Background: an optimization exercise with open tools, aiming at small area and a short achievable clock period. Do not read the settings as production practice. Only simulation tests tie the RTL to the original design; equivalence was not proved. No activity file was given, so power comes from the tool's default toggle rates.

## violet
// fp_multiplier
module fp_multiplier (
    input         sign,
    input         clk,
    input         rst,
    input  [16:0] a,
    input  [16:0] b,
    output [17:0] out,
    output reg    overflow,
    output reg    underflow
);
export LEC_CHECK = 0
export CAP_MARGIN = 20
export CORE_MARGIN = 2
export CORE_UTILIZATION = 40
export SETUP_SLACK_MARGIN = 4.9
export SLEW_MARGIN = 20
export SYNTH_HIERARCHICAL = 1
create_clock -name core_clock -period 8.0 [get_ports {clk}]
standard.sh (not shown) runs the stock make flow with config.mk's settings and CLKGATE_MAP_FILE= SYNTH_SCRIPT=/design/flow/synth_recipe.tcl, a recipe that flattens the netlist after the stock synthesis.
==> flow/flow/run.sh <==
#!/bin/bash
# Standard layout, with a plain buffer (buf_2) on every input and output port,
# a clock tree of clkbuf_8 cells and no dummy clock loads.
set -euo pipefail
bash standard.sh "BUFFER_PORTS_ARGS=-buffer_cell sky130_fd_sc_hd__buf_2" \
  "CTS_ARGS=-sink_clustering_enable -repair_clock_nets -dont_use_dummy_load -buf_list sky130_fd_sc_hd__clkbuf_8" \
  finish > make_finish.log 2>&1
Relative to violet, the following input files were edited for onyx:
==> flow/run.sh (new file) <==
#!/bin/bash
# synth_recipe.tcl (not shown) runs the flow's synth.tcl, then flattens the netlist and writes it again
# the make line also repeats each setting of config.mk as NAME=value (left out here)
make -C /OpenROAD-flow-scripts/flow DESIGN_CONFIG=/design/flow/config.mk WORK_HOME=/design/flow/orfs CLKGATE_MAP_FILE= SYNTH_SCRIPT=/design/flow/synth_recipe.tcl finish
-- flow/config.mk --
<<< violet, line 11
export SETUP_SLACK_MARGIN = 4.9
>>> onyx, line 11
export CTS_CLUSTER_DIAMETER = 150
export CTS_CLUSTER_SIZE = 60
export SETUP_SLACK_MARGIN = 5
removed: flow/flow/run.sh
removed: flow/standard.sh
Looking at the reports, onyx completed the entire flow and the layout it produced met the timing, DRC and antenna checks. From violet to onyx, sequential fraction of the synthesis area did not move at all. Synthesis-to-layout area growth: lower on violet. Compared with violet, onyx shows a global-route usage that is 0.51 points higher. [compare] base=violet new=onyx: met1 usage rose by 0.24 points; final worst-path cycle share stayed essentially flat; clock-pin slew on the worst setup and hold paths stayed essentially flat; number of nets in the final layout fell by about 0.32%; global-route wire length before repair rose by about 2.5%. Number of buffers outside the clock class in the layout: onyx < violet.
### onyx -> zinc
==> flow/flow/run.sh (new file) <==
#!/bin/bash
# Standard layout, with a plain buffer (buf_2) on every input and output port
# and no dummy clock loads in the clock tree.
set -euo pipefail
bash standard.sh "BUFFER_PORTS_ARGS=-buffer_cell sky130_fd_sc_hd__buf_2" \
  "SETUP_SLACK_MARGIN=5.3" "CTS_ARGS=-sink_clustering_enable -repair_clock_nets -dont_use_dummy_load" finish > make_finish.log 2>&1
==> flow/standard.sh (new file) <==
#!/bin/bash
# synth_recipe.tcl (not shown) runs the flow's synth.tcl, then flattens the netlist and writes it again
# the make line also repeats each setting of config.mk as NAME=value (left out here)
make -C /OpenROAD-flow-scripts/flow DESIGN_CONFIG=/design/flow/config.mk WORK_HOME=/design/flow/orfs CLKGATE_MAP_FILE= SYNTH_SCRIPT=/design/flow/synth_recipe.tcl "${@:-finish}"
-- flow/config.mk --
<<< onyx, line 11
export CTS_CLUSTER_DIAMETER = 150
export CTS_CLUSTER_SIZE = 60
>>> zinc, line 11
removed: flow/run.sh
--- outcome ---
First-iteration DRC count: onyx and zinc compared, higher one is zinc. Compared zinc vs onyx, and finished layout cell area is up in zinc. [zinc] total power rose 2.9% relative to onyx.
> inputs changed (zinc -> lagoon)
-- flow/flow/run.sh --
<<< zinc, line 6
  "SETUP_SLACK_MARGIN=5.3" "CTS_ARGS=-sink_clustering_enable -repair_clock_nets -dont_use_dummy_load" finish > make_finish.log 2>&1
>>> lagoon, line 6
  "CTS_ARGS=-sink_clustering_enable -repair_clock_nets -dont_use_dummy_load" finish > make_finish.log 2>&1
==> run notes <==
Going from zinc to lagoon, total power of the final layout moved down; final non-filler cell total moved down; share of the clock period used by the worst path after layout level; portion of the layout cell area used by clock cells moved up; number of global-route vias before repair moved down.
Looking only at buffer share of cell area, and setting everything else aside, the higher value of zinc and lagoon goes to zinc.
In the tables for zinc and lagoon, post-route standard cell area excluding fillers reads higher with zinc.
Power share of the combinational group: zinc and lagoon compared, higher one is zinc
Taking zinc as the reference, in lagoon die span in y comparable; number of buffers and inverters on the critical path lost 1.
Changes in garnet relative to lagoon:
==> flow/flow/run.sh <==
#!/bin/bash
# Standard layout, with a plain buffer (buf_2) on every input and output port,
# a clock tree of clkbuf_8 cells and no dummy clock loads.
set -euo pipefail
bash standard.sh "BUFFER_PORTS_ARGS=-buffer_cell sky130_fd_sc_hd__buf_2" \
  "CTS_ARGS=-sink_clustering_enable -repair_clock_nets -dont_use_dummy_load -buf_list sky130_fd_sc_hd__clkbuf_8" \
  finish > make_finish.log 2>&1
==> run notes <==
garnet went all the way through synthesis, placement and routing and the layout is clean on timing, DRC and antenna. Ratio of cells with drive above 1 in the final layout in garnet vs lagoon: down 0.47 points. Number of detailed-route iterations in the first pass for garnet is higher than for lagoon. There was hardly any difference in average via count per standard cell between lagoon and garnet. On first-pass GRT wire length, garnet and lagoon are neck and neck. lagoon vs garnet, timing startpoint of the critical path: oner[1]$_DFF_P_ vs twor[1]$_DFF_P_. Relative to lagoon, clock network fraction of design power has decreased by 4.3 points in garnet. met2 wire length on garnet is down relative to lagoon. Between garnet and lagoon, the difference in via count of the first global-routing pass is negligible. Fraction of power consumed by combinational cells up 3.0 points in garnet wrt lagoon. Design area improves in garnet relative to lagoon. Total design power: garnet < lagoon. Final clock period utilization by the worst path delta (garnet -> lagoon): insignificant.

fp_multiplier, a different RTL version from the one above (not shown whole).
Size: roughly 970 cells after synthesis, about 130 flip-flops, about 57 I/O pins.
Settings: LEC_CHECK=0, CAP_MARGIN=20, CORE_MARGIN=2, CORE_UTILIZATION=40, SETUP_SLACK_MARGIN=5, SLEW_MARGIN=20, SYNTH_HIERARCHICAL=1; clock period 8.0 ns.
==> flow/flow/run.sh <==
#!/bin/bash
# Standard layout, with a plain buffer (buf_2) on every input and output port,
# a clock tree of clkbuf_8 cells and no dummy clock loads.
set -euo pipefail
bash standard.sh "BUFFER_PORTS_ARGS=-buffer_cell sky130_fd_sc_hd__buf_2" \
  "CTS_ARGS=-sink_clustering_enable -repair_clock_nets -dont_use_dummy_load -buf_list sky130_fd_sc_hd__clkbuf_8" \
  finish > make_finish.log 2>&1
The starting point finished clean.
Edit:
Settings changed: SETUP_SLACK_MARGIN 5 to 4.8.
Effect:
- critical path depth came out lower by 1
- hold slack got worse by 0.0090 ns
- synthesized area does not change
- clock skew hardly moves
- non-clock buffer count came out lower by 44
- clock-buffer cell count does not change
- first-iteration DRC count came out lower by 8.8%
- final cell count came out lower by 3.3%
- die area is unchanged
- wire length came out lower by 5.5%

fp_multiplier with an RTL version that a note above also has.
Size: roughly 980 cells after synthesis, ~130 flip-flops, about 57 I/O pins.
Settings: LEC_CHECK=0, CAP_MARGIN=20, CORE_MARGIN=2, CORE_UTILIZATION=40, SETUP_SLACK_MARGIN=4.8, SLEW_MARGIN=20, SYNTH_HIERARCHICAL=1; clock period 8.0 ns.
Scripts as last shown in full above: flow/flow/run.sh
==> next run, changes <==
==> flow/run.sh (new file) <==
#!/bin/bash
# synth_recipe.tcl (not shown) runs the flow's synth.tcl, then flattens the netlist and writes it again
# the make line also repeats each setting of config.mk as NAME=value (left out here)
make -C /OpenROAD-flow-scripts/flow DESIGN_CONFIG=/design/flow/config.mk WORK_HOME=/design/flow/orfs CLKGATE_MAP_FILE= SYNTH_SCRIPT=/design/flow/synth_recipe.tcl finish
Settings changed: CAP_MARGIN 20 to 0, SETUP_SLACK_MARGIN 4.8 to 5, SLEW_MARGIN 20 to 0.
removed: flow/flow/run.sh
removed: flow/standard.sh
The changed run completed without violations; total power climbs by 16%; register-to-register slack gets better by 0.07 ns; final area rose by 12%; clock skew came out lower by 0.0069 ns; maximum frequency went up by 2.4%; via count rose by 4.5%.
==> next run, changes <==
==> flow/flow/run.sh (new file) <==
#!/bin/bash
# Standard layout, with a plain buffer (buf_2) on every input and output port,
# a clock tree of clkbuf_8 cells and no dummy clock loads.
set -euo pipefail
bash standard.sh "BUFFER_PORTS_ARGS=-buffer_cell sky130_fd_sc_hd__buf_2" \
  "CTS_ARGS=-sink_clustering_enable -repair_clock_nets -dont_use_dummy_load -buf_list sky130_fd_sc_hd__clkbuf_8" \
  finish > make_finish.log 2>&1
==> flow/standard.sh (new file) <==
#!/bin/bash
# synth_recipe.tcl (not shown) runs the flow's synth.tcl, then flattens the netlist and writes it again
# the make line also repeats each setting of config.mk as NAME=value (left out here)
make -C /OpenROAD-flow-scripts/flow DESIGN_CONFIG=/design/flow/config.mk WORK_HOME=/design/flow/orfs CLKGATE_MAP_FILE= SYNTH_SCRIPT=/design/flow/synth_recipe.tcl "${@:-finish}"
Settings changed: CAP_MARGIN 0 to 20, SETUP_SLACK_MARGIN 5 to 4.6, SLEW_MARGIN 0 to 20.
removed: flow/run.sh
- sequential power increases by about 2%
- cell area decreases by about 12%
- critical path depth decreases by 2
- routed wire length decreases by about 8%
- utilization decreases by 5.7 points
==> next run, changes <==
==> flow/run.sh (new file) <==
#!/bin/bash
# synth_recipe.tcl (not shown) runs the flow's synth.tcl, then flattens the netlist and writes it again
# the make line also repeats each setting of config.mk as NAME=value (left out here)
make -C /OpenROAD-flow-scripts/flow DESIGN_CONFIG=/design/flow/config.mk WORK_HOME=/design/flow/orfs CLKGATE_MAP_FILE= SYNTH_SCRIPT=/design/flow/synth_recipe.tcl finish
Settings changed: CTS_BUF_LIST from default to sky130_fd_sc_hd__clkbuf_4 sky130_fd_sc_hd__clkbuf_8, CTS_CLUSTER_SIZE from default to 30, SETUP_SLACK_MARGIN 4.6 to 5.
removed: flow/flow/run.sh
removed: flow/standard.sh
Synthesized area stays the same.
Final cell count went up by 6.0%.
Sequential cell count stays the same.
Via count went up by 6.5%.
Routed wire length went up by 9.6%.
==> next run, changes <==
Settings changed: CTS_BUF_LIST sky130_fd_sc_hd__clkbuf_4 sky130_fd_sc_hd__clkbuf_8 to default, CTS_CLUSTER_SIZE 30 to default.
Outcome: Wire length falls by 1.2%. Count of clock-buffer cells in the layout does not change. Critical path depth does not change. Die area stays the same. Fmax rises by 2.7%. Total power rises by about 2.8%.

==> re-timing with driven ports <==
The results above use ideal ports. As a check the final layouts listed here were re-extracted and re-timed, cells and wires unchanged. Step 1 sets driving cells, clkbuf_16 on the clock port and buf_2 on the other inputs (assumed; they add their load-dependent delay and slew). Step 2 adds t to the input delays and takes it off the output delays; t is the mean of the earliest and latest rising clock arrival at the registers after step 1. Input paths then give back, and output paths get back, about the clock's delay inside the block. a / b / c = ideal ports / drivers / drivers and shift; a / b = the first two.
run	t, ns	slack for setup (ns)	clock arrival spread, ns	worst register clock-pin slew, ns
violet	0.474	4.974 / 4.974 / 4.861	0.031 / 0.031	0.08 / 0.08
onyx	0.464	4.966 / 4.966 / 4.659	0.017 / 0.017	0.07 / 0.07
zinc	0.458	5.037 / 5.037 / 5.037	0.015 / 0.015	0.06 / 0.06
lagoon	0.450	5.043 / 5.043 / 4.887	0.018 / 0.018	0.06 / 0.06
garnet	0.471	5.031 / 5.031 / 4.887	0.025 / 0.025	0.08 / 0.08
the first run of note 2	0.473	5.007 / 5.007 / 4.761	0.027 / 0.027	0.08 / 0.08
the second run of note 2	0.477	4.912 / 4.912 / 4.747	0.029 / 0.029	0.08 / 0.08
the first run of note 3	0.477	4.894 / 4.894 / 4.882	0.023 / 0.023	0.08 / 0.08
the second run of note 3	0.464	4.966 / 4.966 / 4.659	0.017 / 0.017	0.07 / 0.07
the third run of note 3	0.478	4.714 / 4.714 / 4.714	0.025 / 0.025	0.08 / 0.08
the fourth run of note 3	0.496	4.883 / 4.883 / 4.601	0.031 / 0.032	0.10 / 0.10
the fifth run of note 3	0.464	4.966 / 4.966 / 4.659	0.017 / 0.017	0.07 / 0.07
After both steps setup and hold are still met in every run listed.
